This is an optimization exercise on Yosys and OpenROAD, whose aim is small area, a short achievable clock period and few clock cycles, not a production implementation. At most, simulation tests tie the RTL to the original design; equivalence was not proved. Power is estimated from default activity; no workload was simulated.

==> job 2333: inputs <==
## riscx
module riscx(
    input                      clk,
    input                      rst_n,
    output [32-1:0]     imem_addr,
    input  [32-1:0]  imem_rdata,
    output [32-1:0]         dmem_addr,
    output                     dmem_wen,
    output [3:0]               dmem_wstrb,
    output [32-1:0]         dmem_wdata,
    input  [32-1:0]         dmem_rdata
);
    reg  [31:2] pc_f;
    reg         v_d;
    reg  [31:0] ir_d;
    reg  [31:0] a_e, b_e;
    reg  [31:0] t_e;    
    reg  [4:0]  rd_e;
    reg  [2:0]  f3_e, mf_e;
    reg         we_e, ld_e, st_e, br_e, jalr_e, link_e, alu_e, sub_e, sra_e;
    reg         dead_e, sgn_e, is_sum_e;
    reg  [4:0]  shl_e, shr_e;
    reg  [31:0] res_m, wdata_m;
    reg  [3:0]  wstrb_m;
    reg  [4:0]  rd_m;
    reg  [2:0]  f3_m;
    reg         we_m, ld_m, wen_m;
    assign dmem_addr  = res_m;
    assign dmem_wen   = wen_m;
    assign dmem_wstrb = wstrb_m;
    assign dmem_wdata = wdata_m;
    wire [15:0] ld_h = res_m[1] ? dmem_rdata[31:16] : dmem_rdata[15:0];
    wire [7:0]  ld_b = res_m[0] ? ld_h[15:8] : ld_h[7:0];
    wire [31:0] ld_val = (f3_m[1:0] == 2'b00) ? {{24{~f3_m[2] & ld_b[7]}}, ld_b}
                       : (f3_m[1:0] == 2'b01) ? {{16{~f3_m[2] & ld_h[15]}}, ld_h}
                       : dmem_rdata;
    wire [31:0] wb_m = ld_m ? ld_val : res_m;
  ...
==> flow/config.mk <==
export PLATFORM = sky130hd
export DESIGN_NAME = riscx
export DESIGN_NICKNAME = riscx
export VERILOG_FILES = /design/flow/design.v
export SDC_FILE = /design/flow/constraint.sdc
export NUM_CORES = 4
export LEC_CHECK = 0
export CAP_MARGIN = 20
export CORE_MARGIN = 2
export CORE_UTILIZATION = 30
export PLACE_DENSITY = 0.5
export SLEW_MARGIN = 20
==> flow/constraint.sdc <==
create_clock -name core_clock -period 10.0 [get_ports {clk}]
set_input_delay 2.0000 -clock core_clock [delete_from_list [all_inputs] [get_ports {clk}]]
set_output_delay 2.0000 -clock core_clock [all_outputs]
set_load 0.01 [all_outputs]
standard.sh (not shown) runs the stock make flow with config.mk's settings and CLKGATE_MAP_FILE= SYNTH_SCRIPT=/design/flow/synth_recipe.tcl, a recipe that flattens the netlist after the stock synthesis.
==> flow/flow/run.sh <==
#!/bin/bash
set -euo pipefail
bash standard.sh SETUP_SLACK_MARGIN=6.5 "BUFFER_PORTS_ARGS=-buffer_cell sky130_fd_sc_hd__buf_4" finish > standard_flow.log 2>&1
==> inputs of job 382, as changes to job 2333 <==
==> flow/design.v (replaced) <==
module regfile(
    input             clk,
    input             we,
    input      [4:0]  waddr,
    input      [31:0] wdata,
    input      [4:0]  raddr1,
    input      [4:0]  raddr2,
    output     [31:0] rdata1,
    output     [31:0] rdata2
);
    reg [31:0] rf [1:31];
    always @(posedge clk)
        if (we && waddr != 5'd0)
            rf[waddr] <= wdata;
    assign rdata1 = (raddr1 == 5'd0) ? 32'd0 : rf[raddr1];
    assign rdata2 = (raddr2 == 5'd0) ? 32'd0 : rf[raddr2];
endmodule
module riscx(
    input                      clk,
    input                      rst_n,
    output [32-1:0]     imem_addr,
    input  [32-1:0]  imem_rdata,
    output [32-1:0]         dmem_addr,
    output                     dmem_wen,
    output [3:0]               dmem_wstrb,
    output [32-1:0]         dmem_wdata,
    input  [32-1:0]         dmem_rdata
);
    reg  [31:2] pc_f;
    reg         v_d;
    reg  [31:0] ir_d;
    reg  [31:2] pc_d;
    reg  [31:0] a_e, b_e, s_e;
    reg  [31:2] t_e;
    reg  [4:0]  rd_e;
    reg  [2:0]  f3_e, mf_e;
    reg         we_e, ld_e, st_e, br_e, jalr_e, alu_e, sub_e, sra_e;
    reg  [31:0] res_m, wdata_m;
    reg  [3:0]  wstrb_m;
    reg  [4:0]  rd_m;
    reg  [2:0]  f3_m;
    reg         we_m, ld_m, wen_m;
    assign dmem_addr  = res_m;
    assign dmem_wen   = wen_m;
    assign dmem_wstrb = wstrb_m;
    assign dmem_wdata = wdata_m;
    wire [15:0] ld_h = res_m[1] ? dmem_rdata[31:16] : dmem_rdata[15:0];
    wire [7:0]  ld_b = res_m[0] ? ld_h[15:8] : ld_h[7:0];
    wire [31:0] ld_val = (f3_m[1:0] == 2'b00) ? {{24{~f3_m[2] & ld_b[7]}}, ld_b}
                       : (f3_m[1:0] == 2'b01) ? {{16{~f3_m[2] & ld_h[15]}}, ld_h}
                       : dmem_rdata;
    wire [31:0] wb_m = ld_m ? ld_val : res_m;
    wire [31:0] b_inv = sub_e ? ~b_e : b_e;
    wire [32:0] sum_c = {1'b0, a_e} + {1'b0, b_inv} + {32'd0, sub_e};
    wire [31:0] sum   = sum_c[31:0];
    wire        ltu   = ~sum_c[32];
    wire        lt    = (a_e[31] ^ b_e[31]) ? a_e[31] : sum[31];
    wire        eq    = (a_e == b_e);
    wire        sh_left = ~f3_e[2];
    reg  [31:0] a_rev;
    integer k;
    always @(*) for (k = 0; k < 32; k = k + 1) a_rev[k] = a_e[31-k];
    wire [31:0] sh_in  = sh_left ? a_rev : a_e;
    wire [32:0] sh_ext = {sra_e & a_e[31], sh_in};
    wire [32:0] sh_out = $signed(sh_ext) >>> b_e[4:0];
    reg  [31:0] sh_rev;
    always @(*) for (k = 0; k < 32; k = k + 1) sh_rev[k] = sh_out[31-k];
    wire [31:0] sh_res = sh_left ? sh_rev : sh_out[31:0];
    reg  [31:0] alu_res;
    always @(*) begin
        case (f3_e)
            3'b000: alu_res = sum;
            3'b001: alu_res = sh_res;
            3'b010: alu_res = {31'd0, lt};
            3'b011: alu_res = {31'd0, ltu};
            3'b100: alu_res = a_e ^ b_e;
            3'b101: alu_res = sh_res;
            3'b110: alu_res = a_e | b_e;
            default: alu_res = a_e & b_e;
        endcase
    end
    wire [31:0] res_e = jalr_e ? {t_e, 2'b00} : alu_res;
    reg br_cond;
    always @(*) begin
        case (f3_e[2:1])
            2'b00:   br_cond = eq  ^ f3_e[0];
            2'b10:   br_cond = lt  ^ f3_e[0];
            2'b11:   br_cond = ltu ^ f3_e[0];
            default: br_cond = 1'b0;
        endcase
    end
    wire        redir_e = (br_e & br_cond) | jalr_e;
    wire [31:2] tgt_e   = jalr_e ? sum[31:2] : t_e;
    wire [31:0] st_data = (mf_e[1:0] == 2'b00) ? {4{s_e[7:0]}}
                        : (mf_e[1:0] == 2'b01) ? {2{s_e[15:0]}}
                        : s_e;
    wire [3:0]  st_strb = (mf_e[1:0] == 2'b00) ? (4'b0001 << sum[1:0])
                        : (mf_e[1:0] == 2'b01) ? (sum[1] ? 4'b1100 : 4'b0011)
                        : 4'b1111;
    wire [4:0] op  = ir_d[6:2];
    wire [4:0] rd  = ir_d[11:7];
    wire [2:0] f3  = ir_d[14:12];
    wire [4:0] rs1 = ir_d[19:15];
    wire [4:0] rs2 = ir_d[24:20];
    wire d_lui   = (op == 5'b01101);
    wire d_auipc = (op == 5'b00101);
    wire d_jal   = (op == 5'b11011);
    wire d_jalr  = (op == 5'b11001);
    wire d_br    = (op == 5'b11000);
    wire d_ld    = (op == 5'b00000);
    wire d_st    = (op == 5'b01000);
    wire d_opi   = (op == 5'b00100);
    wire d_op    = (op == 5'b01100);
    wire use1 = d_jalr | d_br | d_ld | d_st | d_opi | d_op;
    wire use2 = d_br | d_st | d_op;
    wire d_we = (d_lui | d_auipc | d_jal | d_jalr | d_ld | d_opi | d_op) & (rd != 5'd0);
    wire [31:0] imm_i = {{20{ir_d[31]}}, ir_d[31:20]};
    wire [31:0] imm_s = {{20{ir_d[31]}}, ir_d[31:25], ir_d[11:7]};
    wire [31:0] imm_b = {{19{ir_d[31]}}, ir_d[31], ir_d[7], ir_d[30:25], ir_d[11:8], 1'b0};
    wire [31:0] imm_j = {{11{ir_d[31]}}, ir_d[31], ir_d[19:12], ir_d[20], ir_d[30:21], 1'b0};
    wire [31:0] imm_u = {ir_d[31:12], 12'd0};
    wire [31:0] rf1, rf2;
    regfile rf_u(
        .clk    (clk),
        .we     (we_m),
        .waddr  (rd_m),
        .wdata  (wb_m),
        .raddr1 (rs1),
        .raddr2 (rs2),
        .rdata1 (rf1),
        .rdata2 (rf2)
    );
    wire fe1 = we_e & (rd_e == rs1);
    wire fe2 = we_e & (rd_e == rs2);
    wire fm1 = we_m & (rd_m == rs1);
    wire fm2 = we_m & (rd_m == rs2);
    wire [31:0] r1_mr = fm1 ? wb_m : rf1;
    wire [31:0] r2_mr = fm2 ? wb_m : rf2;
    wire stall = v_d & ld_e & ((use1 & fe1) | (use2 & fe2));
    wire        a_is_r = ~(d_lui | d_auipc | d_jal);
    wire [31:0] a_nf   = d_lui ? 32'd0 : (d_auipc | d_jal) ? {pc_d, 2'b00} : r1_mr;
    wire [31:0] a_d    = (a_is_r & fe1) ? res_e : a_nf;
    wire        b_is_r = d_op | d_br;
    wire [31:0] b_imm  = d_st ? imm_s : (d_lui | d_auipc) ? imm_u : d_jal ? 32'd4 : imm_i;
    wire [31:0] b_nf   = b_is_r ? r2_mr : b_imm;
    wire [31:0] b_d    = (b_is_r & fe2) ? res_e : b_nf;
    wire [31:0] s_d    = fe2 ? res_e : r2_mr;
    wire [31:0] t_off  = d_jal ? imm_j : d_br ? imm_b : 32'd4;
    wire [31:2] t_d    = pc_d + t_off[31:2];
    wire redir_d = v_d & d_jal;
    wire [31:2] pc_next = redir_e ? tgt_e
                        : redir_d ? t_d
                        : stall   ? pc_f
                        : pc_f + 30'd1;
    assign imem_addr = {pc_f, 2'b00};
    wire kill_d = redir_e | ~v_d;           
    wire go_e   = ~kill_d & ~stall;
    always @(posedge clk or negedge rst_n) begin
        if (~rst_n) begin
            pc_f   <= 30'd0;
            v_d    <= 1'b0;
            we_e   <= 1'b0;
            ld_e   <= 1'b0;
            st_e   <= 1'b0;
            br_e   <= 1'b0;
            jalr_e <= 1'b0;
            we_m   <= 1'b0;
            wen_m  <= 1'b0;
        end else begin
            pc_f   <= pc_next;
            if (~stall)
                v_d <= ~(redir_e | redir_d);
            we_e   <= go_e & d_we;
            ld_e   <= go_e & d_ld;
            st_e   <= go_e & d_st;
            br_e   <= go_e & d_br;
            jalr_e <= go_e & d_jalr;
            we_m   <= we_e;
            wen_m  <= st_e;
        end
    end
    always @(posedge clk) begin
        if (~stall) begin
            ir_d <= imem_rdata;
            pc_d <= pc_f;
        end
        a_e    <= a_d;
        b_e    <= b_d;
        s_e    <= s_d;
        t_e    <= t_d;
        rd_e   <= rd;
        f3_e   <= (d_op | d_opi | d_br) ? f3 : 3'b000;
        mf_e   <= f3;
        alu_e  <= d_op | d_opi;
        sub_e  <= (d_op & f3 == 3'b000 & ir_d[30]) | d_br | ((d_op | d_opi) & f3[2:1] == 2'b01);
        sra_e  <= ir_d[30];
        res_m   <= res_e;
        wdata_m <= st_data;
        wstrb_m <= st_strb;
        rd_m    <= rd_e;
        f3_m    <= mf_e;
        ld_m    <= ld_e;
    end
endmodule
==> flow/run.sh (new file) <==
#!/bin/bash
# synth_recipe.tcl (not shown) runs the flow's synth.tcl, then flattens the netlist and writes it again
# the make line also repeats each setting of config.mk as NAME=value (left out here)
make -C /OpenROAD-flow-scripts/flow DESIGN_CONFIG=/design/flow/config.mk WORK_HOME=/design/flow/orfs CLKGATE_MAP_FILE= SYNTH_SCRIPT=/design/flow/synth_recipe.tcl finish
removed: flow/flow/run.sh
removed: flow/standard.sh
==> inputs of job 7780, as changes to job 2333 <==
--- a/flow/design.v
+++ b/flow/design.v
@@ -37,17 +37,17 @@
     reg         v_d;
     reg  [31:0] ir_d;
     reg  [31:0] a_e, b_e;
     reg  [31:0] t_e;    
     reg  [4:0]  rd_e;
     reg  [2:0]  f3_e, mf_e;
     reg         we_e, ld_e, st_e, br_e, jalr_e, link_e, alu_e, sub_e, sra_e;
     reg         dead_e, sgn_e, is_sum_e;
-    reg  [4:0]  shl_e, shr_e;
+    reg  [4:0]  sh_e;
     reg  [31:0] res_m, wdata_m;
     reg  [3:0]  wstrb_m;
     reg  [4:0]  rd_m;
     reg  [2:0]  f3_m;
     reg         we_m, ld_m, wen_m;
     assign dmem_addr  = res_m;
     assign dmem_wen   = wen_m;
     assign dmem_wstrb = wstrb_m;
@@ -58,28 +58,34 @@
                        : (f3_m[1:0] == 2'b01) ? {{16{~f3_m[2] & ld_h[15]}}, ld_h}
                        : dmem_rdata;
     wire [31:0] wb_m = ld_m ? ld_val : res_m;
     wire        ok_e  = ~dead_e;
     wire [31:0] b_inv = sub_e ? ~b_e : b_e;
     wire [31:0] sum   = a_e + b_inv + {31'd0, sub_e};
     wire        ltx   = {a_e[31] ^ sgn_e, a_e[30:0]} < {b_e[31] ^ sgn_e, b_e[30:0]};
     wire        eq    = (a_e == b_e);
-    wire [31:0] sll_res = a_e << shl_e;
-    wire [32:0] sr_ext  = {sra_e & a_e[31], a_e};
-    wire [32:0] sr_out  = $signed(sr_ext) >>> shr_e;
-    wire [31:0] sr_res  = sr_out[31:0];
+    wire        sh_left = ~f3_e[2];
+    reg  [31:0] a_rev;
+    integer k;
+    always @(*) for (k = 0; k < 32; k = k + 1) a_rev[k] = a_e[31-k];
+    wire [31:0] sh_in  = sh_left ? a_rev : a_e;
+    wire [32:0] sh_ext = {sra_e & a_e[31], sh_in};
+    wire [32:0] sh_out = $signed(sh_ext) >>> sh_e;
+    reg  [31:0] sh_rev;
+    always @(*) for (k = 0; k < 32; k = k + 1) sh_rev[k] = sh_out[31-k];
+    wire [31:0] sh_res = sh_left ? sh_rev : sh_out[31:0];
     reg  [31:0] oth_res;
     always @(*) begin
         case (f3_e)
-            3'b001: oth_res = sll_res;
+            3'b001: oth_res = sh_res;
             3'b010: oth_res = {31'd0, ltx};
             3'b011: oth_res = {31'd0, ltx};
             3'b100: oth_res = a_e ^ b_e;
-            3'b101: oth_res = sr_res;
+            3'b101: oth_res = sh_res;
             3'b110: oth_res = a_e | b_e;
             3'b111: oth_res = a_e & b_e;
             default: oth_res = t_e;
         endcase
     end
     wire [31:0] res_e = is_sum_e ? sum : oth_res;
     wire br_cond = (f3_e[2] ? ltx : eq) ^ f3_e[0];
     wire redir_e = ok_e & ((br_e & br_cond) | jalr_e);
@@ -135,28 +141,26 @@
     wire        a_is_r = ~(d_lui | d_auipc);
     wire [31:0] a_nf   = d_lui ? 32'd0 : d_auipc ? {pc_f, 2'b00} : r1_mr;
     wire [31:0] a_d    = (a_is_r & fe1) ? res_e : a_nf;
     wire        b_is_r = d_op | d_br;
     wire [31:0] b_imm  = d_st ? imm_s : d_lui ? imm_u : d_auipc ? imm_u_m4 : imm_i;
     wire [31:0] b_nf   = b_is_r ? r2_mr : b_imm;
     wire [31:0] b_d    = (b_is_r & fe2) ? res_e : b_nf;
     wire [31:0] s_d    = fe2 ? res_e : r2_mr;
-    wire [31:2] tj_s   = ~(pc_f ^ imm_j[31:2]);
-    wire [31:2] tj_c   = pc_f | imm_j[31:2];
-    wire [31:2] t_j    = tj_s + {tj_c[30:2], 1'b0};
-    wire [31:2] tb_s   = ~(pc_f ^ imm_b[31:2]);
-    wire [31:2] tb_c   = pc_f | imm_b[31:2];
-    wire [31:2] t_b    = tb_s + {tb_c[30:2], 1'b0};
-    wire [31:0] t_oth  = d_st ? s_d : {pc_f, 2'b00};
-    wire [31:0] t_de   = d_br ? {t_b, 2'b00} : t_oth;
+    wire [31:0] t_off  = ir_d[3] ? imm_j : imm_b;
+    wire [31:2] t_s    = ~(pc_f ^ t_off[31:2]);
+    wire [31:2] t_c    = pc_f | t_off[31:2];
+    wire [31:2] t_d    = t_s + {t_c[30:2], 1'b0};
+    wire [31:0] t_de   = d_st ? s_d : d_br ? {t_d, 2'b00} : {pc_f, 2'b00};
     wire redir_d = v_d & d_jal;
-    wire [31:2] pc_seq  = stall ? pc_f : pc_f + 30'd1;
-    wire [31:2] pc_nd   = redir_d ? t_j : pc_seq;
-    wire [31:2] pc_next = redir_e ? tgt_e : pc_nd;
+    wire [31:2] pc_next = redir_e ? tgt_e
+                        : redir_d ? t_d
+                        : stall   ? pc_f
+                        : pc_f + 30'd1;
     assign imem_addr = {pc_f, 2'b00};
     wire go_e   = v_d & ~stall;
     always @(posedge clk or negedge rst_n) begin
         if (~rst_n) begin
             pc_f   <= 30'd0;
             v_d    <= 1'b0;
             we_e   <= 1'b0;
             ld_e   <= 1'b0;
@@ -186,18 +190,17 @@
         end
         a_e    <= a_d;
         b_e    <= b_d;
         t_e    <= t_de;
         rd_e   <= rd;
         f3_e   <= (d_op | d_opi | d_br) ? f3 : 3'b000;
         sgn_e  <= d_br ? ~f3[1] : ~f3[0];
         is_sum_e <= ~(d_op | d_opi | d_jal | d_jalr) | ((d_op | d_opi) & f3 == 3'b000);
-        shl_e  <= b_d[4:0];
-        shr_e  <= b_d[4:0];
+        sh_e   <= b_d[4:0];
         mf_e   <= f3;
         alu_e  <= d_op | d_opi;
         sub_e  <= d_op & f3 == 3'b000 & ir_d[30];
         sra_e  <= ir_d[30];
         link_e <= d_jal | d_jalr;
         res_m   <= res_e;
         wdata_m <= st_data;
         wstrb_m <= st_strb;
==> flow/run.sh (new file) <==
#!/bin/bash
# synth_recipe.tcl (not shown) runs the flow's synth.tcl, then flattens the netlist and writes it again
# the make line also repeats each setting of config.mk as NAME=value (left out here)
make -C /OpenROAD-flow-scripts/flow DESIGN_CONFIG=/design/flow/config.mk WORK_HOME=/design/flow/orfs CLKGATE_MAP_FILE= SYNTH_SCRIPT=/design/flow/synth_recipe.tcl finish
==> flow/config.mk (replaced) <==
export PLATFORM = sky130hd
export DESIGN_NAME = riscx
export DESIGN_NICKNAME = riscx
export VERILOG_FILES = /design/flow/design.v
export SDC_FILE = /design/flow/constraint.sdc
export NUM_CORES = 4
export LEC_CHECK = 0
export CAP_MARGIN = 20
export CORE_MARGIN = 2
export CORE_UTILIZATION = 40
export PLACE_DENSITY = 0.6
export SETUP_SLACK_MARGIN = 5
export SLEW_MARGIN = 20
removed: flow/flow/run.sh
removed: flow/standard.sh
==> summary of the runs <==
- The highest wire length belongs to job 2333, the lowest to job 382.
- The lowest count of clock-buffer cells in the layout belongs to job 7780, the highest to job 382.
- Setup slack: job 382 is lower than job 2333 (2000 ps).
- Of job 7780 and job 2333, job 2333 has the higher fmax (gap about 30%, measured against job 2333).
- The lowest sequential share of layout area belongs to job 2333, the highest to job 7780.
- The lowest sequential power belongs to job 7780, the highest to job 382.
- Cell count: job 382 < job 7780 < job 2333.
Testbench counts of job 2333, summed over its fixed seeds: cycles 158,247.
Testbench counts of job 7780, summed over its fixed seeds: cycles 158,247.
Only the layout flow was run in job 382; the RTL was not checked for function there.

-- re-timing with driven ports --
No port has a modelled driver above. Below, the same layouts with a new extraction and two added sets of constraints.
Step 1 (the two cells are an assumption about what drives the block):
set clk [get_ports {clk}]
set_driving_cell -lib_cell sky130_fd_sc_hd__clkbuf_16 $clk
set_driving_cell -lib_cell sky130_fd_sc_hd__buf_2 [delete_from_list [all_inputs] $clk]
Step 2 moves the port delays by t, midway between the first and last clock arrival at a register: inputs arrive t later, outputs are due t later. That takes back most of the time a late clock gives input paths.
Three values: ideal, step 1, step 2; two values: the first two.
run	t (ns)	setup slack, ns	clock arrival spread, ns	worst slew at a driven data input, ns
job 2333	0.892	6.272 / 6.297 / 5.405	0.067 / 0.066	0.13
job 382	0.861	4.236 / 4.236 / 3.810	0.078 / 0.078	0.07
job 7780	0.871	4.742 / 4.742 / 4.039	0.090 / 0.090	0.06
After both steps setup and hold are still met in every run listed. For job 2333, which loses most, drivers alone change the setup slack by +0.025 ns; drivers and shift together by -0.867 ns.
